This is an optimization exercise on Yosys and OpenROAD, whose aim is small area, not a production implementation.
Function was checked by simulation only, so behaviour that the tests miss may differ from the original.
Power figures rest on the tool's default switching activity, not on a simulated workload.

$ cat flow/run.sh
#!/bin/bash
# Own layout flow: the standard ORFS flow, with
#  - synthesis as standard.sh synth runs it, but with a stronger ABC area
#    script (flow/abc_area.script); the flip-flops are mapped before ABC
#    runs, so the registers, their names and cells are the standard ones;
#  - port buffers of the smallest buffer cell;
#  - clock tree without dummy loads.
# Each step's full output goes to a log file in this folder.
set -euo pipefail
W=$PWD
rm -rf "$W/scripts_mod"
cp -r "$FLOW_HOME/scripts" "$W/scripts_mod"
cp "$W/flow/abc_area.script" "$W/scripts_mod/abc_area.script"

SCRIPTS_DIR="$W/scripts_mod" ABC_AREA=1 bash standard.sh synth > "$W/log_synth.txt" 2>&1

source "$W/flow/knobs.sh"
bash standard.sh finish > "$W/log_layout.txt" 2>&1
$ cat flow/abc_area.script
strash
&get -n
&deepsyn -T 30
&put
dch -f
map -a
topo
$ cat flow/knobs.sh
export BUFFER_PORTS_ARGS="-buffer_cell sky130_fd_sc_hd__buf_1"
export CTS_ARGS="-sink_clustering_enable -repair_clock_nets -dont_use_dummy_load"
$ cat standard.sh
#!/bin/bash
# synth_recipe.tcl (not shown) runs the flow's synth.tcl, then flattens the netlist and writes it again
# the make line also repeats each setting of config.mk as NAME=value (left out here)
make -C /OpenROAD-flow-scripts/flow DESIGN_CONFIG=/design/flow/config.mk WORK_HOME=/design/flow/orfs CLKGATE_MAP_FILE= SYNTH_SCRIPT=/design/flow/synth_recipe.tcl "${@:-finish}"
$ cat config.mk
export PLATFORM = sky130hd
export DESIGN_NAME = MCU
export DESIGN_NICKNAME = MCU
export VERILOG_FILES = /design/flow/design.v
export SDC_FILE = /design/flow/constraint.sdc
export NUM_CORES = 4
export LEC_CHECK = 0
export ABC_AREA = 1
export CAP_MARGIN = 20
export CORE_MARGIN = 2
export CORE_UTILIZATION = 40
export SLEW_MARGIN = 20
$ cat constraint.sdc
create_clock -name core_clock -period 10.0 [get_ports {clk}]
set_input_delay 2.0000 -clock core_clock [delete_from_list [all_inputs] [get_ports {clk}]]
set_output_delay 2.0000 -clock core_clock [all_outputs]
set_load 0.01 [all_outputs]
$ cat design.v
`timescale 1ns / 1ps
module MCU(clk,reset,imem_addr,imem_data,dmem_addr,dmem_we,dmem_wdata,dmem_rdata,
           in_data,out_we,out_addr,out_data);
input clk,reset;
output [7:0] imem_addr;
input [16:0] imem_data;
output [7:0] dmem_addr;
output dmem_we;
output [7:0] dmem_wdata;
input [7:0] dmem_rdata;
input [7:0] in_data;
output out_we;
output [7:0] out_addr, out_data;
reg [7:0] pc;         
reg [7:0] pc1;        
reg [4:0] ir_op;      
reg [11:0] ir_f;
reg [7:0] exA;        
reg [7:0] exB;        
reg [2:0] exD;        
reg [1:0] exC;        
reg [7:0] rf1, rf2, rf3, rf4, rf5, rf6, rf7;
wire ex_nod  = (exD == 3'd0);
wire jump    = (exC == 2'b11);
assign dmem_we   = (exC == 2'b01) & ex_nod;
assign out_we    = (exC == 2'b10) & ex_nod;
assign dmem_addr = exA;
assign out_addr  = exA;
assign dmem_wdata = exB;
assign out_data   = exB;
wire [7:0] wb = (exC == 2'b00) ? exB :
                (exC == 2'b01) ? dmem_rdata :
                (exC == 2'b10) ? in_data : exA;
always @(posedge clk) begin
    case (exD)
    3'd1: rf1 <= wb;
    3'd2: rf2 <= wb;
    3'd3: rf3 <= wb;
    3'd4: rf4 <= wb;
    3'd5: rf5 <= wb;
    3'd6: rf6 <= wb;
    3'd7: rf7 <= wb;
    default: ;
    endcase
end
wire [2:0] fD = ir_f[11:9];
wire [2:0] fA = ir_f[8:6];
wire [2:0] fB = ir_f[5:3];
wire [5:0] im = ir_f[5:0];
wire [2:0] sh = ir_f[2:0];
wire o_add = ir_op == 5'b00001;
wire o_ani = ir_op == 5'b00010;
wire o_adi = ir_op == 5'b00011;
wire o_sub = ir_op == 5'b00100;
wire o_slt = ir_op == 5'b00101;
wire o_not = ir_op == 5'b00110;
wire o_ld  = ir_op == 5'b00111;
wire o_st  = ir_op == 5'b01000;
wire o_mov = ir_op == 5'b01001;
wire o_jmp = ir_op == 5'b01010;
wire o_jmr = ir_op == 5'b01011;
wire o_jml = ir_op == 5'b01100;
wire o_ori = ir_op == 5'b01101;
wire o_xor = ir_op == 5'b01110;
wire o_shl = ir_op == 5'b01111;
wire o_shr = ir_op == 5'b10001;
wire o_bz  = ir_op == 5'b10010;
wire o_bnz = ir_op == 5'b10011;
wire o_in  = ir_op == 5'b10100;
wire o_out = ir_op == 5'b10101;
wire rdA = o_add | o_ani | o_adi | o_sub | o_slt | o_not | o_ld | o_st | o_mov |
           o_jmr | o_ori | o_xor | o_shl | o_shr | o_bz | o_bnz | o_in | o_out;
wire rdB = o_add | o_sub | o_slt | o_st | o_jmr | o_xor | o_in | o_out;
wire alu_wr = o_add | o_ani | o_adi | o_sub | o_slt | o_not | o_mov |
              o_ori | o_xor | o_shl | o_shr;
wire branch = o_jmp | o_jmr | o_jml | o_bz | o_bnz;
wire stall = ~ex_nod & ((rdA & (fA == exD)) | (rdB & (fB == exD)));
reg [7:0] rA, rB;
always @(*) begin
    case (fA)
    3'd1: rA = rf1; 3'd2: rA = rf2; 3'd3: rA = rf3; 3'd4: rA = rf4;
    3'd5: rA = rf5; 3'd6: rA = rf6; 3'd7: rA = rf7; default: rA = 8'd0;
    endcase
    case (fB)
    3'd1: rB = rf1; 3'd2: rB = rf2; 3'd3: rB = rf3; 3'd4: rB = rf4;
    3'd5: rB = rf5; 3'd6: rB = rf6; 3'd7: rB = rf7; default: rB = 8'd0;
    endcase
end
wire use_pc = o_jmp | o_jml | o_bz | o_bnz;
wire [7:0] opA = use_pc ? pc1 : rA;
wire use_rb  = o_add | o_sub | o_slt | o_xor | o_st | o_out;
wire use_sx  = o_adi | use_pc;
wire use_zx  = o_ani | o_ori;
wire [7:0] opB = use_rb ? rB :
                 use_sx ? {{2{im[5]}}, im} :
                 use_zx ? {2'b00, im} : 8'd0;
wire inv = o_sub | o_slt;
wire [8:0] sum = {1'b0, opA} + {1'b0, opB ^ {8{inv}}} + {8'd0, inv};
reg [7:0] res;
always @(*) begin
    if (o_slt)                 res = {7'd0, ~sum[8]};
    else if (o_ani)            res = opA & opB;
    else if (o_ori)            res = opA | opB;
    else if (o_xor)            res = opA ^ opB;
    else if (o_not)            res = ~opA;
    else if (o_shl)            res = opA << sh;
    else if (o_shr)            res = opA >> sh;
    else if (o_st | o_out)     res = opB;
    else                       res = sum[7:0];
end
wire zA = (rA == 8'd0);
wire taken = o_jmp | o_jmr | o_jml | (o_bz & zA) | (o_bnz & ~zA);
wire dnz = (fD != 3'd0);
reg [2:0] nD;
reg [1:0] nC;
always @(*) begin
    nD = 3'd0; nC = 2'b00;
    if (alu_wr) nD = fD;
    if (o_ld)  begin nD = fD; nC = {1'b0, dnz}; end
    if (o_in)  begin nD = fD; nC = {dnz, 1'b0}; end
    if (o_st)  nC = 2'b01;
    if (o_out) nC = 2'b10;
    if (o_jml) nD = fD;
    if (taken) nC = 2'b11;
end
wire [7:0] pc_inc = pc + 8'd1;
always @(posedge clk or negedge reset) begin
    if (!reset) begin
        pc <= 8'd0;
        ir_op <= 5'd0;
        exD <= 3'd0;
        exC <= 2'b00;
    end else begin
        exD <= stall ? 3'd0 : nD;
        exC <= stall ? 2'b00 : nC;
        if (!stall) begin
            pc <= jump ? exB : pc_inc;
            ir_op <= branch ? 5'd0 : imem_data[16:12];
        end
    end
end
always @(posedge clk) begin
    exA <= opA;
    exB <= res;
    if (!stall) begin
        pc1 <= pc_inc;
        ir_f <= imem_data[11:0];
    end
end
assign imem_addr = pc;
endmodule
==> impl_metrics.tcl, run 1 <==
set metrics [dict create \
    grt.overflow.total 0 \
    tns_ps 0 \
    antenna_found_initial 1 \
    synth_edf_count 76 \
    post_cts_buffers 0 \
    nets 832 \
    area_delta_synth_final_pct 12.18 \
    hold_buffers 0 \
    synth_cell_types 33 \
    finClkSkew_ps 23.82 \
    clk_pin_slew_ps 70 \
    mostFrequentLayoutCells "nor2_1 (97), clkinv_1 (92), nand2_1 (89), edfxtp_1 (76), buf_1 (75)" \
    final_max_slew_viol_count 0 \
    root_buffer "clkbuf_16" \
    final_common_cell "nor2_1" \
    power_density_mw_per_mm2 393.0 \
    io_pins 77 \
    drtIter0Drc 640 \
    async_flop_share 0.1636 \
    postSynthCellCount 687 \
    finalSetupViolations 0 \
    vias_per_cell 5.886 \
    ant_nets 0 \
    fp.coreArea_mm2 0.01526 \
    hold_violations 0 \
    yosys_warnings 1 \
    cts_tree "built" \
    ir_drop_v 0.0001233 \
    grt_max_degree 32 \
    path_max_fanout 9 \
    placed_cells 972 \
    cts_resized 0 \
    fp-row-count 45 \
    arrival_ps 5600 \
    hpwlAfterDp_mm 15.85 \
    slew_headroom 0.4006 \
    maxCapViolations 0 \
    die_y_um 129.0 \
    max_freq_ghz 0.1862 \
    insertion_delay_ps 360 \
    die_w_um 129.0 \
    layout.cells.non_filler 981 \
    n_antenna_cell 0 \
    yosysSeqAreaShare 0.4887 \
    clock_sinks 110 \
    hp-class "reg2reg" \
    grt_pass1_wl_mm 30.58 \
    clk_path_buf_depth 2 \
    met3_length_mm 1.605 \
    dr.pass1.iters 6 \
    fp.dieArea_mm2 0.01663 \
    grt_pass1_vias 5303 \
    drt-met1-wl_mm 8.985 \
    final_min_period_over_clock_period 0.5371 \
    critical_path_class "reg2reg" \
    wire_per_inst_um 20.77 \
    drc_errors 0 \
    drt-total-wl_mm 20.37 \
    track_usage 0.2489 \
    drive_gt1_frac 0.04675 \
    synth-main-ff-cell "edfxtp_1" \
    avgSynthCellArea_um2 9.094 \
    min_period_ps 5371 \
    synth-seq-cells 110 \
    crit_path_start_kind "flop" \
    routabilityCongestion 0.9895 \
    status "finished clean" \
    synth_nets 747 \
    met2_length_mm 9.075 \
    synth_area_mm2 0.006247 \
    tightest_slew_ps 895.8 \
    dr.max_layer_used "met5" \
    start_util 0.4094 \
    cts.htree.levels 3 \
    worstPathRequired_ps 10230 \
    p_leak_nw 2.539 \
    endpoint_kind "flop" \
    cts_made_buffers 9 \
    rsz0062_at_grt "no" \
    dr_total_vias 5774 \
    port_buffers 76 \
]
-- synth_stat cells, types with 3 or more instances --
master / count / share of area
o21bai_1: 5 / 0.0060
a31oi_1: 3 / 0.0030
nor3_1: 29 / 0.023
o31ai_1: 3 / 0.0036
a221oi_1: 7 / 0.0098
a22o_2: 6 / 0.0096
buf_4: 16 / 0.019
dfxtp_1: 16 / 0.051
clkinv_1: 93 / 0.056
edfxtp_1: 76 / 0.37
ha_1: 24 / 0.048
o22ai_1: 20 / 0.020
a22oi_1: 57 / 0.068
a211oi_1: 4 / 0.0048
nand2_1: 89 / 0.053
nand3_1: 15 / 0.012
dfrtp_1: 18 / 0.072
nand4_1: 10 / 0.010
nor2_1: 97 / 0.058
a21oi_1: 21 / 0.017
xor2_1: 11 / 0.015
xnor2_1: 6 / 0.0084
o211ai_1: 11 / 0.013
o2111ai_1: 3 / 0.0042
or2_2: 3 / 0.0030
o221ai_1: 6 / 0.0084
o21ai_0: 30 / 0.024
-- cell type report --
| cell class | count | area (um2) |
|---|---|---|
| fill | 1473 | 8250 |
| sequential | 110 | 3053 |
| multi-input combinational | 468 | 2725 |
| timing repair buffer | 90 | 391.6 |
| inverter | 93 | 349.1 |
| tap | 211 | 264.0 |
| clock buffer | 9 | 225.2 |
-- final timing paths --
kind	startpoint	end	slack, ps	cells after the start
setup / recovery	ir_op[0]	exB[6]	4630	23
hold reg to reg	ir_f[11]	exD[2]	490	2
hold / removal	ir_f[11]	exD[2]	490	2
min in group asynchronous	reset	pc[1]	1590	1
setup reg to reg	ir_op[0]	exB[6]	4630	23
max in group asynchronous	reset	ir_op[1]	8060	1
-- cell families (layout without fill, tap and decap cells) --
logic type,count (synthesis),count (layout),synth area share
compound gates,180,180,0.1977
xor+xnor,17,17,0.02383
fa+ha+maj,25,25,0.05127
buf+inv,109,192,0.07511
simple gates,246,246,0.1634
flops,110,110,0.4887
-- worst max-delay path: stages (launching register included) --
cell and delay [ps]:
dfrtp_1 500, clkinv_1 220, nor2_1 180, clkinv_1 120, nor2_1 110, clkinv_1 100
nand2_1 70, a21oi_1 60, o41ai_1 600, nand2_1 270, nor2_1 620, a22o_2 280
nor2_1 80, o21ai_0 490, fa_1 320, a21oi_1 80, o21bai_1 190, a21oi_1 100
o21bai_1 230, a21oi_1 100, o21ai_0 100, nand4_1 110, o21ai_0 200, o211ai_1 120
-- power breakdown --
group	switching, W	leakage [nW]	internal [W]
Clock	0.000154	0.111	0.000159
Sequential	0.000153	1.08	0.000727
Combinational	0.00105	1.35	0.000513
Total	0.00135	2.54	0.00140
-- registers in the layout, indices dropped and copies added (netlist names) --
name   count
rf5        8
exB        8
rf6        8
pc1        8
exC        2
exD        3
exA        8
rf1        8
rf2        8
rf4        8
pc         8
ir_f      12
rf3        8
rf7        8
ir_op      5
-- through the flow --
step	setup WS, ps	hold slack, ps	total power, W	area, um2	util
finish	4629	487.7	0.002754	7008	0.4593
global route	4117	486.5	0.002962	7008	0.4593
CTS	4713	483.4	0.002730	7007	0.4592
detailed placement	4737	487.9	0.002408	6782	0.4444
global placement	4760	489.9	0.002401	6782	0.4444
floorplan	6105	477.1	0.001931	6247	-
-- routing by layer --
layer  vias up  track usage
met5         -            0
met3        49      0.05198
li1       2642            -
met2       318       0.3754
met4         2      0.09591
met1      2763       0.3531
==> inputs of run 2 (changes only) <==
==> run.sh (new file) <==
#!/bin/bash
# synth_recipe.tcl (not shown) runs the flow's synth.tcl, then flattens the netlist and writes it again
# the make line also repeats each setting of config.mk as NAME=value (left out here)
make -C /OpenROAD-flow-scripts/flow DESIGN_CONFIG=/design/flow/config.mk WORK_HOME=/design/flow/orfs CLKGATE_MAP_FILE= SYNTH_SCRIPT=/design/flow/synth_recipe.tcl finish
removed: flow/run.sh
removed: flow/abc_area.script
removed: flow/knobs.sh
removed: standard.sh
==> run 2 against run 1 <==
  * Final area increased by 16%
  * Fmax increased by 17%
  * Global-route usage decreased by 1.1 points
  * Critical path type is now reg2out
  * Largest cell class is now multi-input gates
==> impl_metrics.tcl, run 2 <==
set metrics [dict create \
    synth_top_family_by_area "simple AND/OR/NAND/NOR gates" \
    grt_pass1_wl_mm 33.26 \
    grt_pass1_vias 5862 \
    avgSynthCellArea_um2 7.930 \
    synth.most_common_cell "nand2_1" \
    netlist.top_cell.by_area "edfxtp_1" \
    maxCapViolations 0 \
    io_pins 77 \
    drtIter0Drc 600 \
    arrival_ps 2600 \
    synth_compound_area_frac 0.1338 \
    antenna_found_initial 0 \
    yosys_warnings 1 \
    placed_cells 1150 \
    synthTopCellsByCount "nand2_1 (193), inv_1 (107), nor2_1 (81)" \
    routabilityCongestion 0.9670 \
    worstPathRequired_ps 8000 \
    grt_max_degree 47 \
    port_buffers 76 \
    critPathLaunch "exC[0]" \
    synth_fa_ha_area_frac 0.04580 \
    post_cts_buffers 0 \
    cts.htree.levels 3 \
    cts_made_buffers 9 \
    cts_tree "built" \
    final_cell_area_mm2 0.008154 \
    drive_gt1_frac 0.07120 \
    mostFrequentLayoutCells "nand2_1 (193), inv_1 (107), nor2_1 (81), clkdlybuf4s50_1 (76), edfxtp_1 (76)" \
    insertion_delay_ps 370 \
    finClkSkew_ps 7.192 \
    postSynthCellCount 882 \
    layout_setup_ws_ps 5397 \
    dr_total_vias 6372 \
    regMostFlops "ir_f" \
    rsz0062_at_grt "no" \
    yosysSeqAreaShare 0.4365 \
    track_usage 0.2376 \
    final_max_slew_viol_count 0 \
    ir_drop_v 0.0002076 \
    clk_pin_slew_ps 80 \
    placed_area_mm2 0.007845 \
    tightest_slew_ps 1037 \
    synth_area_mm2 0.006994 \
    clk_path_buf_depth 2 \
    final_common_cell "nand2_1" \
    synth_top_area_share 0.3263 \
    async_flop_share 0.1636 \
    synth_simple_gate_area_frac 0.2553 \
    drt-total-wl_mm 21.24 \
    die_y_um 136.2 \
    p_leak_nw 3.606 \
    status "finished clean" \
    finalSetupViolations 0 \
    max_freq_ghz 0.2173 \
    drc_errors 0 \
    synth_cell_types 50 \
    ant_nets 0 \
    synth_nets 942 \
    wire_per_inst_um 18.22 \
    clock_sinks 110 \
    nets 996 \
    area_delta_synth_final_pct 16.58 \
    path_max_fanout 14 \
    rr_startpoint "ir_op[4]" \
    fp.dieArea_mm2 0.01856 \
    layout.cells.non_filler 1166 \
    root_buffer "clkbuf_16" \
    synth-seq-cells 110 \
    r2r_cells 24 \
    hpwlAfterDp_mm 16.38 \
    synth_xor_area_frac 0.02880 \
    hp-class "reg2reg" \
    grt.overflow.total 0 \
    n_antenna_cell 0 \
    synth-main-ff-cell "edfxtp_1" \
    slew_headroom 0.3030 \
    hold_start "ir_f[11]" \
    tns_ps 0 \
    place_ws_ps 5882 \
    largest_register_ffs 12 \
    dr.pass1.iters 5 \
    critical_path_class "reg2out" \
    cts_resized 0 \
    hold_buffers 0 \
    fp-row-count 48 \
    endpoint_kind "output port" \
    power_density_mw_per_mm2 373.1 \
    min_period_ps 4603 \
    synthTopCellsByArea "edfxtp_1 (33%), nand2_1 (10%), dfrtp_1 (6.4%)" \
    die_w_um 136.2 \
    crit_path_start_kind "flop" \
    synthMuxAreaShare 0 \
    hold_violations 0 \
    start_util 0.4072 \
    min_path_cells 2 \
    synth_edf_count 76 \
    final_min_period_over_clock_period 0.4603 \
    vias_per_cell 5.465 \
    fp.coreArea_mm2 0.01718 \
]
run 2: changes by cell type after synthesis, sizes merged, moves of 18 or more:
cell    previous run  this run
a21oi             21        39
a22oi             57         2
clkinv            93         2
inv                0       119
nand2             89       207
nand3             15        65
o21ai             30        71
run 2: worst paths after layout:
kind	end	slack, ps
setup / recovery	out_we	5400
hold / removal	exD[2]	520
setup reg to reg	exB[6]	6010
hold reg to reg	exD[2]	520
max in group asynchronous	exD[1]	7360
min in group asynchronous	pc[4]	2110
run 2: power breakdown:
| group | switching [W] | total, W | internal, W |
|---|---|---|---|
| Clock | 0.000181 | 0.000379 | 0.000198 |
| Sequential | 0.000154 | 0.000856 | 0.000701 |
| Combinational | 0.00115 | 0.00181 | 0.000659 |
run 2: cell type report:
class / instances / area, um2
clock buffer: 9 / 225.2
clock inverter: 7 / 83.83
fill: 1701 / 9022
inverter: 121 / 454.2
multi-input combinational: 611 / 3243
sequential: 110 / 3053
tap: 225 / 281.5
timing repair buffer: 83 / 813.3
run 2: cells by family after synthesis:
kind of cell,count (synthesis)
AO/OA/AOI/OAI,160
XOR/XNOR,23
adder cells (fa/ha/maj),25
buffers and inverters,161
flip-flops,110
AND/OR/NAND/NOR,403
run 2: critical path, stage by stage, from the launching register on:
cell and delay (ps):
dfrtp_1 730, clkinv_1 460, nand2_1 440, nor2_1 120, clkdlybuf4s50_1 500
run 2: through the flow:
step | hold WS [ps] | total power, W | utilization
global route | 566.4 | 0.003283 | 0.4747
CTS | 515.0 | 0.003021 | 0.4747
floorplan | 491.6 | 0.002053 | -
finish | 517.2 | 0.003042 | 0.4747
global placement | 506.1 | 0.002644 | 0.4567
detailed placement | 502.6 | 0.002633 | 0.4567
run 2: layer usage:
metal / track usage / wire length [um]
met5: 0 / 0
met4: 0.07465 / 395
met3: 0.03468 / 1624
met2: 0.3649 / 9358
met1: 0.3457 / 9862
==> inputs of run 3 (changes only) <==
--- a/config.mk
+++ b/config.mk
@@ -5,7 +5,6 @@
 export SDC_FILE = /design/flow/constraint.sdc
 export NUM_CORES = 4
 export LEC_CHECK = 0
-export ABC_AREA = 1
 export CAP_MARGIN = 20
 export CORE_MARGIN = 2
 export CORE_UTILIZATION = 40
==> run 3 against run 2 <==
  * Highest routed layer unchanged
  * Via count is 9.7% lower
  * First-iteration DRC count is 2.2% lower
  * Sequential share of layout area is 0.44 points lower
  * Fmax is 4.8% lower
  * Still clean
  * Worst setup slack worse by 230 ps
==> impl_metrics.tcl, run 3 <==
set metrics [dict create \
    die_y_um 138.0 \
    cp_num_buf_inv 0 \
    ir_drop_v 0.0001629 \
    vias_per_cell 5.995 \
    drtIter0Drc 587 \
    hpwlAfterDp_mm 16.20 \
    top_usage_layer "met2" \
    async_flop_share 0.1636 \
    synth_nets 759 \
    path_max_fanout 33 \
    antenna_found_initial 0 \
    min_period_ps 4834 \
    routabilityCongestion 0.9979 \
    root_buffer "clkbuf_16" \
    crit_path_cell_trace "nor4b_1 -> a211oi_1 -> o22ai_1 -> o31ai_1 -> nor2_1 -> a21o_1 -> xor2_1 -> ha_1 -> a21o_1 -> a21oi_1 -> o21ai_0 -> xnor2_1 -> nor2_1 -> a21oi_1 -> o32a_1 -> nand2_1 -> a31o_1" \
    cts.htree.levels 3 \
    final_core_util 0.4737 \
    regMostFlops "ir_f" \
    final_min_period_over_clock_period 0.4834 \
    cts_tree "built" \
    hold_buffers 0 \
    placed_cells 944 \
    p_leak_nw 3.072 \
    clk_pin_slew_ps 80 \
    synth-seq-cells 110 \
    clk_path_buf_depth 2 \
    critical_path_class "reg2reg" \
    synthTopCellsByCount "edfxtp_1 (76), nand2_1 (62), nor2_1 (53)" \
    multi_input_area_mm2 0.003729 \
    mostFrequentLayoutCells "clkdlybuf4s50_1 (76), edfxtp_1 (76), nand2_1 (62), nor2_1 (53), a21oi_1 (49)" \
    use_met2 0.3859 \
    synth_area_mm2 0.007178 \
    avgSynthCellArea_um2 10.27 \
    post_cts_buffers 0 \
    dr_total_vias 5755 \
    insertion_delay_ps 370 \
    wire_per_inst_um 22.99 \
    finalSetupViolations 0 \
    track_usage 0.2410 \
    slowest_stage "dfrtp_1" \
    maxCapViolations 0 \
    ant_nets 0 \
    synth_top_area_share 0.3179 \
    drive_gt1_frac 0.09252 \
    fillers 1626 \
    start_util 0.4121 \
    port_buffers 76 \
    yosysSeqAreaShare 0.4253 \
    grt_max_degree 34 \
    met1_usage 0.3319 \
    n_antenna_cell 0 \
    critPathTopFamily "compound AO/OA/AOI/OAI gates" \
    endpoint_kind "flop" \
    rsz0062_at_grt "no" \
    synth_cell_types 76 \
    fp.dieArea_mm2 0.01903 \
    hp-class "reg2reg" \
    clock_sinks 110 \
    arrival_ps 5090 \
    slowest_delay_ps 1010 \
    synth_edf_count 76 \
    max_freq_ghz 0.2069 \
    ff_latch_area_mm2 0.003053 \
    worstPathRequired_ps 10260 \
    netlist.top_cell.by_area "edfxtp_1" \
    tns_ps 0 \
    fp.coreArea_mm2 0.01742 \
    largest_register_ffs 12 \
    grt_pass1_wl_mm 33.72 \
    postSynthCellCount 699 \
    dr.pass1.iters 5 \
    die_w_um 138.0 \
    slew_headroom 0.2574 \
    finClkSkew_ps 10.80 \
    nets 790 \
    yosys_warnings 1 \
    layout.cells.non_filler 960 \
    synth.most_common_cell "edfxtp_1" \
    grt.overflow.total 0 \
    hold_violations 0 \
    use_met3 0.03436 \
    tightest_slew_ps 1105 \
    synthTopCellsByArea "edfxtp_1 (32%), dfrtp_1 (6.3%), mux4_2 (5.6%)" \
    grt_pass1_vias 5622 \
    final_max_slew_viol_count 0 \
    area_delta_synth_final_pct 14.94 \
    drc_errors 0 \
    crit_path_start_kind "flop" \
    synth-main-ff-cell "edfxtp_1" \
    power_density_mw_per_mm2 401.5 \
    drt-total-wl_mm 22.07 \
    cts_made_buffers 9 \
    fp-row-count 48 \
    cts_resized 0 \
    io_pins 77 \
    status "finished clean" \
]
## run 3: changes by cell type after synthesis, moves of 18 or more
cell,previous run,this run
mux4_2,0,18
clkbuf_1,11,29
inv_1,107,23
nand3_1,63,24
mux2i_1,0,23
nand2_1,193,62
nor2_1,81,53
## run 3: worst register-to-register path: cells and delay by family, from the launching register on
kind	cells	cell delay [ps]
AO/OA/AOI/OAI	10	2330
flip-flops	1	1010
AND/OR/NAND/NOR	4	780
XOR/XNOR	2	340
adder cells (fa/ha/maj)	1	290
## run 3: kinds of logic after synthesis
family,synth area share
flops,0.4253
fa+ha+maj,0.04462
mux,0.1257
xor+xnor,0.03556
buf+inv,0.05787
compound gates,0.1658
simple gates,0.1452
## run 3: area by class of cell
type                    count  area share
multi-input cells         504      0.4519
inverters                  26     0.01213
clock inverters             7    0.009554
flip-flops and latches    110      0.3700
well taps                 225     0.03412
clock buffers               9     0.02730
repair buffers             79     0.09493
## run 3: per-layer routing
layer	up-vias	part of all wire
li1	2653	-
met1	2842	0.45
met2	226	0.47
met3	34	0.050
met4	0	0.029
met5	-	0
## run 3: power by group
part	internal, W	leakage, nW	total (W)	switching (W)
clock	0.000177	0.147	0.000361	0.000184
combinational	0.000852	1.85	0.00197	0.00112
sequential	0.000709	1.08	0.000978	0.000269
total	0.00174	3.07	0.00331	0.00158
## run 3: path summary, 6_finish.rpt
path,start,to,slack [ps],cells past startpoint
setup reg to reg,ir_op[3],exB[6],5170,17
hold reg to reg,ir_f[11],exD[2],500,1
setup / recovery,ir_op[3],exB[6],5170,17
min in group asynchronous,reset,pc[6],2120,1
max in group asynchronous,reset,exD[1],7350,1
hold / removal,ir_f[11],exD[2],500,1
## run 3: per-stage QoR
step / power [W] / hold WS (ps) / setup WS (ps) / instance area, um2
3_3_place_gp: 0.002905 / 479.0 / 5452 / 7946
2_1_floorplan: 0.002272 / 444.9 / 6314 / 7178
5_1_grt: 0.003525 / 517.3 / 4661 / 8250
3_5_place_dp: 0.002923 / 484.2 / 5316 / 7946
4_1_cts: 0.003293 / 503.2 / 5274 / 8250
6_report: 0.003312 / 499.1 / 5166 / 8250
==> inputs of run 4 (changes only) <==
--- a/design.v
+++ b/design.v
@@ -12,7 +12,7 @@
 output out_we;
 output [7:0] out_addr, out_data;
 reg [7:0] pc;         
-reg [7:0] pc1;        
+reg aj;               
 reg [4:0] ir_op;      
 reg [11:0] ir_f;
 reg [7:0] exA;        
@@ -86,16 +86,26 @@
     3'd5: rB = rf5; 3'd6: rB = rf6; 3'd7: rB = rf7; default: rB = 8'd0;
     endcase
 end
-wire use_pc = o_jmp | o_jml | o_bz | o_bnz;
+wire [7:0] pc1 = aj ? exB : pc;
+wire use_br = o_jmp | o_jml | o_bz | o_bnz;
+wire use_pc = use_br | (ir_op == 5'b00000);
 wire [7:0] opA = use_pc ? pc1 : rA;
 wire use_rb  = o_add | o_sub | o_slt | o_xor | o_st | o_out;
-wire use_sx  = o_adi | use_pc;
+wire use_sx  = o_adi | use_br;
 wire use_zx  = o_ani | o_ori;
 wire [7:0] opB = use_rb ? rB :
                  use_sx ? {{2{im[5]}}, im} :
                  use_zx ? {2'b00, im} : 8'd0;
+wire o_nop = ir_op == 5'b00000;
 wire inv = o_sub | o_slt;
-wire [8:0] sum = {1'b0, opA} + {1'b0, opB ^ {8{inv}}} + {8'd0, inv};
+wire cin = inv | o_nop;    
+wire [8:0] sum = {1'b0, opA} + {1'b0, opB ^ {8{inv}}} + {8'd0, cin};
+wire [2:0] ra = o_shr ? (3'd0 - sh) : sh;
+wire [15:0] rot2 = {opA, opA} << ra;
+wire [7:0] rot = rot2[15:8];
+wire [7:0] mskl = 8'hff << sh;
+wire [7:0] mskr = 8'hff >> sh;
+wire [7:0] shv = rot & (o_shr ? mskr : mskl);
 reg [7:0] res;
 always @(*) begin
     if (o_slt)                 res = {7'd0, ~sum[8]};
@@ -103,8 +113,7 @@
     else if (o_ori)            res = opA | opB;
     else if (o_xor)            res = opA ^ opB;
     else if (o_not)            res = ~opA;
-    else if (o_shl)            res = opA << sh;
-    else if (o_shr)            res = opA >> sh;
+    else if (o_shl | o_shr)    res = shv;
     else if (o_st | o_out)     res = opB;
     else                       res = sum[7:0];
 end
@@ -130,7 +139,9 @@
         ir_op <= 5'd0;
         exD <= 3'd0;
         exC <= 2'b00;
+        aj <= 1'b0;
     end else begin
+        aj <= jump;
         exD <= stall ? 3'd0 : nD;
         exC <= stall ? 2'b00 : nC;
         if (!stall) begin
@@ -143,7 +154,6 @@
     exA <= opA;
     exB <= res;
     if (!stall) begin
-        pc1 <= pc_inc;
         ir_f <= imem_data[11:0];
     end
 end
==> flow/run.sh (new file) <==
#!/bin/bash
# Own layout flow: the standard ORFS flow, with
#  - synthesis as standard.sh synth runs it, but with a stronger ABC area
#    script (flow/abc_area.script); the flip-flops are mapped before ABC
#    runs, so the registers, their names and cells are the standard ones;
#  - no separate full/half-adder extraction, so ABC maps adders with the
#    rest of the logic;
#  - port buffers of the smallest buffer cell;
#  - clock tree without dummy loads.
# Each step's full output goes to a log file in this folder.
set -euo pipefail
W=$PWD
rm -rf "$W/scripts_mod"
cp -r "$FLOW_HOME/scripts" "$W/scripts_mod"
cp "$W/flow/abc_area.script" "$W/scripts_mod/abc_area.script"

SCRIPTS_DIR="$W/scripts_mod" ABC_AREA=1 ADDER_MAP_FILE= bash standard.sh synth > "$W/log_synth.txt" 2>&1

source "$W/flow/knobs.sh"
bash standard.sh finish > "$W/log_layout.txt" 2>&1
==> flow/abc_area.script (new file) <==
strash
&get -n
&deepsyn -T 30
&put
dch -f
amap
topo
==> flow/knobs.sh (new file) <==
export BUFFER_PORTS_ARGS="-buffer_cell sky130_fd_sc_hd__buf_1"
export CTS_ARGS="-sink_clustering_enable -repair_clock_nets -dont_use_dummy_load -buf_list sky130_fd_sc_hd__clkbuf_8 -sink_clustering_size 25 -sink_clustering_max_diameter 200"
==> standard.sh (new file) <==
#!/bin/bash
# synth_recipe.tcl (not shown) runs the flow's synth.tcl, then flattens the netlist and writes it again
# the make line also repeats each setting of config.mk as NAME=value (left out here)
make -C /OpenROAD-flow-scripts/flow DESIGN_CONFIG=/design/flow/config.mk WORK_HOME=/design/flow/orfs CLKGATE_MAP_FILE= SYNTH_SCRIPT=/design/flow/synth_recipe.tcl "${@:-finish}"
--- a/config.mk
+++ b/config.mk
@@ -5,6 +5,7 @@
 export SDC_FILE = /design/flow/constraint.sdc
 export NUM_CORES = 4
 export LEC_CHECK = 0
+export ABC_AREA = 1
 export CAP_MARGIN = 20
 export CORE_MARGIN = 2
 export CORE_UTILIZATION = 40
removed: run.sh
==> run 4 against run 3 <==
  * Fmax decreased by 23%
  * Clock power decreased by 42%
  * Synthesized cell count decreased by 15%
  * Critical endpoint is now exB[7]
  * Clock skew increased by 5.9 ps
==> impl_metrics.tcl, run 4 <==
set metrics [dict create \
    status "finished clean" \
    slowest_stage "a222oi_1" \
    endpoint_kind "flop" \
    avgSynthCellArea_um2 9.334 \
    grt_pass1_vias 4883 \
    p_leak_nw 1.969 \
    grt.overflow.total 0 \
    ant_nets 0 \
    power_density_mw_per_mm2 404.7 \
    die_w_um 121.6 \
    fillers 1309 \
    netlist.top_cell.by_area "edfxtp_1" \
    async_flop_share 0.1845 \
    vias_per_cell 6.398 \
    switching_share 0.5187 \
    final_max_slew_viol_count 0 \
    min_period_ps 6304 \
    maxCapViolations 0 \
    fp.dieArea_mm2 0.01480 \
    synth-seq-cells 103 \
    rsz0062_at_grt "no" \
    grt_max_degree 21 \
    synth_top_area_share 0.3689 \
    final_min_period_over_clock_period 0.6304 \
    drtIter0Drc 992 \
    root_buffer "clkbuf_8" \
    grt_pass1_wl_mm 28.26 \
    yosys_warnings 1 \
    clk_pin_slew_ps 90 \
    cts_tree "built" \
    die_y_um 121.6 \
    seqPwrFrac 0.320 \
    regMostFlops "ir_f" \
    drive_gt1_frac 0.03438 \
    slew_headroom 0.2910 \
    place_ws_ps 3835 \
    mostFrequentLayoutCells "nor2_1 (101), buf_1 (76), clkinv_1 (68), edfxtp_1 (68), o22ai_1 (45)" \
    arrival_ps 6590 \
    antenna_found_initial 0 \
    synth_nets 628 \
    power.internal_w 0.001195 \
    synth_edf_count 68 \
    postSynthCellCount 593 \
    fp.coreArea_mm2 0.01340 \
    synthTopCellsByCount "nor2_1 (101), clkinv_1 (68), edfxtp_1 (68)" \
    largest_register_ffs 12 \
    finClkSkew_ps 16.69 \
    layout.cells.non_filler 845 \
    hold_slack_ps 527.5 \
    crit_path_start_kind "flop" \
    worstPathRequired_ps 10280 \
    synth_cell_types 43 \
    path_max_fanout 11 \
    switching_power_w 0.001288 \
    yosysSeqAreaShare 0.5127 \
    port_buffers 76 \
    cts.htree.levels 3 \
    ir_drop_v 0.0001595 \
    tightest_slew_ps 1055 \
    synthTopCellsByArea "edfxtp_1 (37%), dfrtp_1 (8.6%), nor2_1 (6.8%)" \
    fp-row-count 42 \
    track_usage 0.2612 \
    finalSetupViolations 0 \
    power_w 0.002483 \
    drt-total-wl_mm 19.21 \
    tns_ps 0 \
    synth-main-ff-cell "edfxtp_1" \
    start_util 0.4131 \
    synth.most_common_cell "nor2_1" \
    critical_path_class "reg2reg" \
    clk_path_buf_depth 2 \
    io_pins 77 \
    final_common_cell "nor2_1" \
    area_delta_synth_final_pct 10.85 \
    cpMostUsedCell "nor2_1" \
    hp-class "reg2reg" \
    drc_errors 0 \
    p_clk_frac 0.085 \
    n_antenna_cell 0 \
    placed_cells 836 \
    cts_resized 0 \
    combPwrFrac 0.594 \
    synth_area_mm2 0.005535 \
    routabilityCongestion 0.9817 \
    slowest_delay_ps 550 \
    post_cts_buffers 0 \
    cts_made_buffers 9 \
    dr.pass1.iters 7 \
    hold_violations 0 \
    hpwlAfterDp_mm 14.61 \
    clock_sinks 103 \
    dr_total_vias 5406 \
    layout_setup_ws_ps 3696 \
    wire_per_inst_um 22.74 \
    nets 706 \
    insertion_delay_ps 380 \
    hold_buffers 0 \
    max_freq_ghz 0.1586 \
]
run 4: cell types whose count changed after synthesis, sizes merged, moves of 16 or more:
cell	previous run	this run
clkinv	0	68
nor2	53	101
o22ai	5	45
mux2i	30	0
o21ai	49	19
clkbuf	29	0
a21oi	49	21
nand2	62	35
inv	26	0
ha	24	0
mux4	18	0
nor3	14	30
run 4: logic make-up (layout without fill, tap and decap cells):
group | Yosys count | in the layout | share of synthesized area
buf+inv | 84 | 160 | 0.06781
compound gates | 193 | 193 | 0.2502
flops | 103 | 103 | 0.5127
simple gates | 213 | 213 | 0.1693
run 4: power by group through the flow:
stage / logic, W / registers, W / clock network [W]
final: 0.00148 / 0.000796 / 0.000211
after CTS: 0.00144 / 0.000791 / 0.000218
after global placement: 0.00143 / 0.000798 / 0
after detailed placement: 0.00143 / 0.000800 / 0
after floorplan: 0.000988 / 0.000772 / 0
after global routing: 0.00160 / 0.000808 / 0.000230
run 4: cell type report:
cell class	count	area, um2	share of cell area
sequential	103	2838	0.4625
inverter	68	255.2	0.04160
clock buffer	9	123.9	0.02019
tap	176	220.2	0.03589
multi-input combinational	406	2357	0.3842
timing repair buffer	83	341.6	0.05567
run 4: worst paths after layout:
| kind | start | end | slack [ps] | cells past startpoint |
|---|---|---|---|---|
| hold reg to reg | exB[5] | pc[5] | 530 | 2 |
| setup reg to reg | ir_op[1] | exB[7] | 3700 | 29 |
| setup / recovery | ir_op[1] | exB[7] | 3700 | 29 |
| max in group asynchronous | reset | exC[1] | 7940 | 2 |
| hold / removal | exB[5] | pc[5] | 530 | 2 |
| min in group asynchronous | reset | pc[1] | 1550 | 1 |
run 4: layer usage:
layer | global-route usage | part of all wire
met2 | 0.3792 | 0.42
met3 | 0.06320 | 0.12
met4 | 0.1085 | 0.039
met1 | 0.3738 | 0.43
met5 | 0 | 0
run 4: critical path, delay by kind of cell (launching register included):
| kind | cells | cell delay, ps |
|---|---|---|
| DFF | 1 | 380 |
| and+or+nand+nor | 16 | 2790 |
| AOI/OAI and AO/OA | 7 | 1760 |
| buffers and inverters | 6 | 1280 |
run 4: per-stage QoR:
stage | utilization | instance area, um2
after floorplan | - | 5535
after global placement | 0.4474 | 5996
after detailed placement | 0.4483 | 6007
after CTS | 0.4575 | 6131
after global routing | 0.4579 | 6136
final | 0.4579 | 6136
==> inputs of run 5 (changes only) <==
==> flow/knobs.sh (replaced) <==
export BUFFER_PORTS_ARGS="-buffer_cell sky130_fd_sc_hd__buf_1"
export CTS_ARGS="-sink_clustering_enable -repair_clock_nets -dont_use_dummy_load -buf_list \"sky130_fd_sc_hd__clkbuf_4 sky130_fd_sc_hd__clkbuf_8\""
==> run 5 against run 4 <==
  * Still clean on timing, DRC and antenna
  * Sequential power is essentially flat
  * Area after synthesis is the same
  * Die area is the same
  * Sequential share of layout area is the same
  * Power is the same
  * Non-clock buffer count is the same
  * Core utilization is the same
  * Register-to-register slack is essentially flat
  * Worst setup slack is the same
  * Global-route usage is the same
  * Critical path type unchanged
  * Critical endpoint unchanged
  * Largest cell class unchanged
  * Largest power group unchanged
==> impl_metrics.tcl, run 5 <==
set metrics [dict create \
    place_ws_ps 3835 \
    synth_compound_area_frac 0.2502 \
    grt_pass1_wl_mm 28.26 \
    final_cell_area_mm2 0.006136 \
    grt_pass1_vias 4883 \
    postSynthCellCount 593 \
    synth_top_area_share 0.3689 \
    critPathTopFamily "simple AND/OR/NAND/NOR gates" \
    final_max_slew_viol_count 0 \
    p_leak_nw 1.969 \
    drc_errors 0 \
    dr_total_vias 5406 \
    start_util 0.4131 \
    fp.dieArea_mm2 0.01480 \
    hold_start "exB[5]" \
    synth_edf_count 68 \
    synth_nets 628 \
    finalSetupViolations 0 \
    grt.overflow.total 0 \
    maxCapViolations 0 \
    drive_gt1_frac 0.03438 \
    fillers 1309 \
    hpwlAfterDp_mm 14.61 \
    hp-class "reg2reg" \
    drt-total-wl_mm 19.21 \
    clock_sinks 103 \
    synth-main-ff-cell "edfxtp_1" \
    met3_length_mm 2.291 \
    avgSynthCellArea_um2 9.334 \
    final_min_period_over_clock_period 0.6304 \
    async_flop_share 0.1845 \
    hold_slack_ps 527.5 \
    final_common_cell "nor2_1" \
    tns_ps 0 \
    clk_path_buf_depth 2 \
    port_buffers 76 \
    synthTopCellsByCount "nor2_1 (101), clkinv_1 (68), edfxtp_1 (68)" \
    critPathLaunch "ir_op[1]" \
    synth_top_family_by_area "compound AO/OA/AOI/OAI gates" \
    drtIter0Drc 992 \
    rr_startpoint "ir_op[1]" \
    drt-met1-wl_mm 8.193 \
    rsz0062_at_grt "no" \
    synthMuxAreaShare 0 \
    dr.max_layer_used "met4" \
    arrival_ps 6590 \
    yosysSeqAreaShare 0.5127 \
    clk_pin_slew_ps 90 \
    vias_per_cell 6.398 \
    slowest_delay_ps 550 \
    crit_path_start_kind "flop" \
    ant_nets 0 \
    synth_fa_ha_area_frac 0 \
    dr.pass1.iters 7 \
    synthTopCellsByArea "edfxtp_1 (37%), dfrtp_1 (8.6%), nor2_1 (6.8%)" \
    slew_headroom 0.2910 \
    endpoint_kind "flop" \
    worstPathRequired_ps 10280 \
    synth_simple_gate_area_frac 0.1693 \
    wire_per_inst_um 22.74 \
    die_y_um 121.6 \
    cts_resized 0 \
    grt_max_degree 21 \
    track_usage 0.2612 \
    placed_area_mm2 0.006007 \
    hold_buffers 0 \
    tightest_slew_ps 1055 \
    largest_register_ffs 12 \
    slowest_stage "a222oi_1" \
    cpMostUsedCell "nor2_1" \
    min_period_ps 6304 \
    netlist.top_cell.by_area "edfxtp_1" \
    finClkSkew_ps 16.69 \
    synth-seq-cells 103 \
    nets 706 \
    antenna_found_initial 0 \
    regMostFlops "ir_f" \
    insertion_delay_ps 380 \
    critical_path_class "reg2reg" \
    post_cts_buffers 0 \
    synth_xor_area_frac 0 \
    regToRegEndpoint "exB[7]" \
    synth.most_common_cell "nor2_1" \
    met2_length_mm 7.983 \
    r2r_cells 29 \
    hold_violations 0 \
    ir_drop_v 0.0001595 \
    cts_made_buffers 9 \
    fp-row-count 42 \
    power_density_mw_per_mm2 404.7 \
    max_freq_ghz 0.1586 \
    fp.coreArea_mm2 0.01340 \
    cts.htree.levels 3 \
    root_buffer "clkbuf_8" \
    status "finished clean" \
    layout_setup_ws_ps 3696 \
    path_depth 29 \
    die_w_um 121.6 \
    area_delta_synth_final_pct 10.85 \
    routabilityCongestion 0.9817 \
    endpoint "exB[7]" \
    synth_area_mm2 0.005535 \
    r2r_slack_ps 3700 \
    synth_cell_types 43 \
    yosys_warnings 1 \
    cts_tree "built" \
    io_pins 77 \
    mostFrequentLayoutCells "nor2_1 (101), buf_1 (76), clkinv_1 (68), edfxtp_1 (68), o22ai_1 (45)" \
    cp_num_buf_inv 6 \
    path_max_fanout 11 \
    n_antenna_cell 0 \
]
-- run 5: cell counts in the layout (fill, tap and decap cells not counted) --
Identical to the previous run, type by type.
-- run 5: layout make-up --
class | count | area, um2 | share of cell area
Inverter | 68 | 255.2 | 0.04160
Multi-Input combinational cell | 406 | 2357 | 0.3842
Tap cell | 176 | 220.2 | 0.03589
Sequential cell | 103 | 2838 | 0.4625
Timing Repair Buffer | 83 | 341.6 | 0.05567
Clock buffer | 9 | 123.9 | 0.02019
-- run 5: how the worst min path moves through the flow --
stage / to / slack (ps) / depth (start not counted)
2_1_floorplan: exD[0] / 490 / 1
3_3_place_gp: exD[0] / 500 / 1
3_5_place_dp: exD[2] / 520 / 1
4_1_cts: pc[5] / 510 / 2
5_1_grt: exD[1] / 560 / 1
6_report: pc[5] / 530 / 2
-- run 5: power breakdown --
part | internal [W] | total [W] | leakage [nW] | switching, W
clock | 0.0000810 | 0.000211 | 0.0647 | 0.000130
combinational | 0.000459 | 0.00148 | 0.903 | 0.00102
sequential | 0.000655 | 0.000796 | 1.00 | 0.000141
total | 0.00120 | 0.00248 | 1.97 | 0.00129
-- run 5: tightest hold or removal path: stages, from the launching register on --
cell and delay, ps:
dfxtp_1 370, nand2_1 80, o31ai_1 60
-- run 5: per-stage QoR --
stage / util / power [W] / instances
detailed placement: 0.4483 / 0.002232 / 836
finish: 0.4579 / 0.002483 / 845
floorplan: - / 0.001760 / 593
global placement: 0.4474 / 0.002231 / 835
CTS: 0.4575 / 0.002446 / 845
global route: 0.4579 / 0.002641 / 845
-- run 5: kinds of logic (layout without fill, tap and decap cells) --
family | Yosys count | count (layout)
DFF | 103 | 103
and+or+nand+nor | 213 | 213
buffers and inverters | 84 | 160
AOI/OAI and AO/OA | 193 | 193
-- run 5: per-layer routing --
metal  vias up  GRT usage
met5         -          0
met4         0     0.1085
met3        63    0.06320
met2       413     0.3792
met1      2508     0.3738
li1       2422          -
==> inputs of run 6 (changes only) <==
==> flow/knobs.sh (replaced) <==
export BUFFER_PORTS_ARGS="-buffer_cell sky130_fd_sc_hd__buf_1"
export CTS_ARGS="-sink_clustering_enable -repair_clock_nets -dont_use_dummy_load -buf_list sky130_fd_sc_hd__clkbuf_8"
==> run 6 against run 5 <==
  * Final area is the same
  * Register-to-register slack about the same
  * Flip-flop and latch count is the same
  * Area after synthesis unchanged
  * Clock power is essentially flat
  * Cell count unchanged
  * Die area stayed put
  * Synthesized cell count did not move
==> impl_metrics.tcl, run 6 <==
set metrics [dict create \
    status "finished clean" \
    drt-met1-wl_mm 8.193 \
    synthTopCellsByArea "edfxtp_1 (37%), dfrtp_1 (8.6%), nor2_1 (6.8%)" \
    min_period_ps 6304 \
    slowest_stage "a222oi_1" \
    die_y_um 121.6 \
    switching_power_w 0.001288 \
    cts.htree.levels 3 \
    die_w_um 121.6 \
    grt_pass1_vias 4883 \
    fp.coreArea_mm2 0.01340 \
    critical_path_class "reg2reg" \
    nets 706 \
    crit_path_start_kind "flop" \
    avgSynthCellArea_um2 9.334 \
    routabilityCongestion 0.9817 \
    synth_cell_types 43 \
    slowest_delay_ps 550 \
    postSynthCellCount 593 \
    n_antenna_cell 0 \
    synth-main-ff-cell "edfxtp_1" \
    cts_tree "built" \
    synth_area_mm2 0.005535 \
    power_w 0.002483 \
    power.internal_w 0.001195 \
    max_freq_ghz 0.1586 \
    io_pins 77 \
    met2_length_mm 7.983 \
    antenna_found_initial 0 \
    root_buffer "clkbuf_8" \
    switching_share 0.5187 \
    wire_per_inst_um 22.74 \
    drt-total-wl_mm 19.21 \
    drc_errors 0 \
    vias_per_cell 6.398 \
    clk_pin_slew_ps 90 \
    synth.most_common_cell "nor2_1" \
    cts_resized 0 \
    combPwrFrac 0.594 \
    met3_length_mm 2.291 \
    dr.pass1.iters 7 \
    largest_register_ffs 12 \
    insertion_delay_ps 380 \
    synth_nets 628 \
    ir_drop_v 0.0001595 \
    final_common_cell "nor2_1" \
    grt_pass1_wl_mm 28.26 \
    synthTopCellsByCount "nor2_1 (101), clkinv_1 (68), edfxtp_1 (68)" \
    post_cts_buffers 0 \
    grt_max_degree 21 \
    fp-row-count 42 \
    yosysSeqAreaShare 0.5127 \
    mostFrequentLayoutCells "nor2_1 (101), buf_1 (76), clkinv_1 (68), edfxtp_1 (68), o22ai_1 (45)" \
    path_max_fanout 11 \
    tightest_slew_ps 1055 \
    final_max_slew_viol_count 0 \
    regMostFlops "ir_f" \
    worstPathRequired_ps 10280 \
    cts_made_buffers 9 \
    slew_headroom 0.2910 \
    start_util 0.4131 \
    cpMostUsedCell "nor2_1" \
    clk_path_buf_depth 2 \
    finalSetupViolations 0 \
    drive_gt1_frac 0.03438 \
    area_delta_synth_final_pct 10.85 \
    yosys_warnings 1 \
    maxCapViolations 0 \
    synth_top_area_share 0.3689 \
    clock_sinks 103 \
    p_clk_frac 0.085 \
    hold_buffers 0 \
    grt.overflow.total 0 \
    drtIter0Drc 992 \
    synth-seq-cells 103 \
    synth_edf_count 68 \
    hpwlAfterDp_mm 14.61 \
    hold_slack_ps 527.5 \
    endpoint_kind "flop" \
    rsz0062_at_grt "no" \
    final_min_period_over_clock_period 0.6304 \
    p_leak_nw 1.969 \
    track_usage 0.2612 \
    final_core_util 0.4579 \
    hold_violations 0 \
    seqPwrFrac 0.320 \
    dr_total_vias 5406 \
    finClkSkew_ps 16.69 \
    async_flop_share 0.1845 \
    netlist.top_cell.by_area "edfxtp_1" \
    dr.max_layer_used "met4" \
    fp.dieArea_mm2 0.01480 \
    power_density_mw_per_mm2 404.7 \
    port_buffers 76 \
    ant_nets 0 \
    tns_ps 0 \
    arrival_ps 6590 \
    hp-class "reg2reg" \
]
[run 6: cell counts after synthesis]
Identical to the previous run, type by type.
[run 6: layer usage]
metal	global-route usage	vias to the layer above
met5	0	-
met4	0.1085	0
met3	0.06320	63
met2	0.3792	413
met1	0.3738	2508
li1	-	2422
[run 6: final cells by class]
cell class              instances  area, um2
fillers                      1309       7264
flip-flops and latches        103       2838
multi-input cells             406       2357
repair buffers                 83      341.6
inverters                      68      255.2
well taps                     176      220.2
clock buffers                   9      123.9
[run 6: cells by family (layout without fill, tap and decap cells)]
logic type,Yosys count,in the layout,synth area share
AOI/OAI and AO/OA,193,193,0.2502
buffers and inverters,84,160,0.06781
and+or+nand+nor,213,213,0.1693
DFF,103,103,0.5127
[run 6: final timing paths]
kind	from	to	slack [ps]	depth (start not counted)
max in group asynchronous	reset	exC[1]	7940	2
hold reg to reg	exB[5]	pc[5]	530	2
min in group asynchronous	reset	pc[1]	1550	1
setup reg to reg	ir_op[1]	exB[7]	3700	29
setup / recovery	ir_op[1]	exB[7]	3700	29
hold / removal	exB[5]	pc[5]	530	2
[run 6: per-stage QoR]
stage          cell area (um2)  worst slack (ps)  cells
3_3_place_gp              5996              4124    835
5_1_grt                   6136              2954    845
3_5_place_dp              6007              3835    836
2_1_floorplan             5535              5101    593
6_report                  6136              3696    845
4_1_cts                   6131              3776    845
[run 6: power by group through the flow]
| stage | clock network [W] | registers, W | logic [W] |
|---|---|---|---|
| 2_1_floorplan | 0 | 0.000772 | 0.000988 |
| 3_3_place_gp | 0 | 0.000798 | 0.00143 |
| 3_5_place_dp | 0 | 0.000800 | 0.00143 |
| 4_1_cts | 0.000218 | 0.000791 | 0.00144 |
| 5_1_grt | 0.000230 | 0.000808 | 0.00160 |
| 6_report | 0.000211 | 0.000796 | 0.00148 |
[run 6: worst max-delay path: cells and delay by family, from the launching register on]
kind	cells	cell delay, ps
flip-flops	1	380
buffers and inverters	6	1280
AND/OR/NAND/NOR	16	2790
AO/OA/AOI/OAI	7	1760

-- re-timing with driven ports --
Ports are ideal in the flow. The routed layouts listed here were re-timed in OpenROAD.
Step 1 sets driving cells, clkbuf_16 on the clock port and buf_2 on the other inputs (assumed; they add their load-dependent delay and slew).
Step 2 adds t to the input delays and takes it off the output delays; t is the mean of the earliest and latest rising clock arrival at the registers after step 1. Input paths then give back, and output paths get back, about the clock's delay inside the block.
a / b / c = ideal ports / drivers / drivers and shift; a / b = the first two.
| run | shift t [ns] | setup WS [ns] | hold WS [ns] | clock arrival spread, ns |
|---|---|---|---|---|
| run 1 | 0.398 | 4.629 / 4.629 / 4.629 | 0.488 / 0.488 / 0.488 | 0.024 / 0.024 |
| run 2 | 0.407 | 5.397 / 5.353 / 5.760 | 0.517 / 0.517 / 0.517 | 0.008 / 0.008 |
| run 3 | 0.401 | 5.166 / 5.166 / 5.166 | 0.499 / 0.499 / 0.499 | 0.011 / 0.011 |
| run 4 | 0.411 | 3.696 / 3.696 / 3.696 | 0.528 / 0.528 / 0.528 | 0.019 / 0.019 |
| run 5 | 0.411 | 3.696 / 3.696 / 3.696 | 0.528 / 0.528 / 0.528 | 0.019 / 0.019 |
| run 6 | 0.411 | 3.696 / 3.696 / 3.696 | 0.528 / 0.528 / 0.528 | 0.019 / 0.019 |
After both steps setup and hold are still met in every run listed.
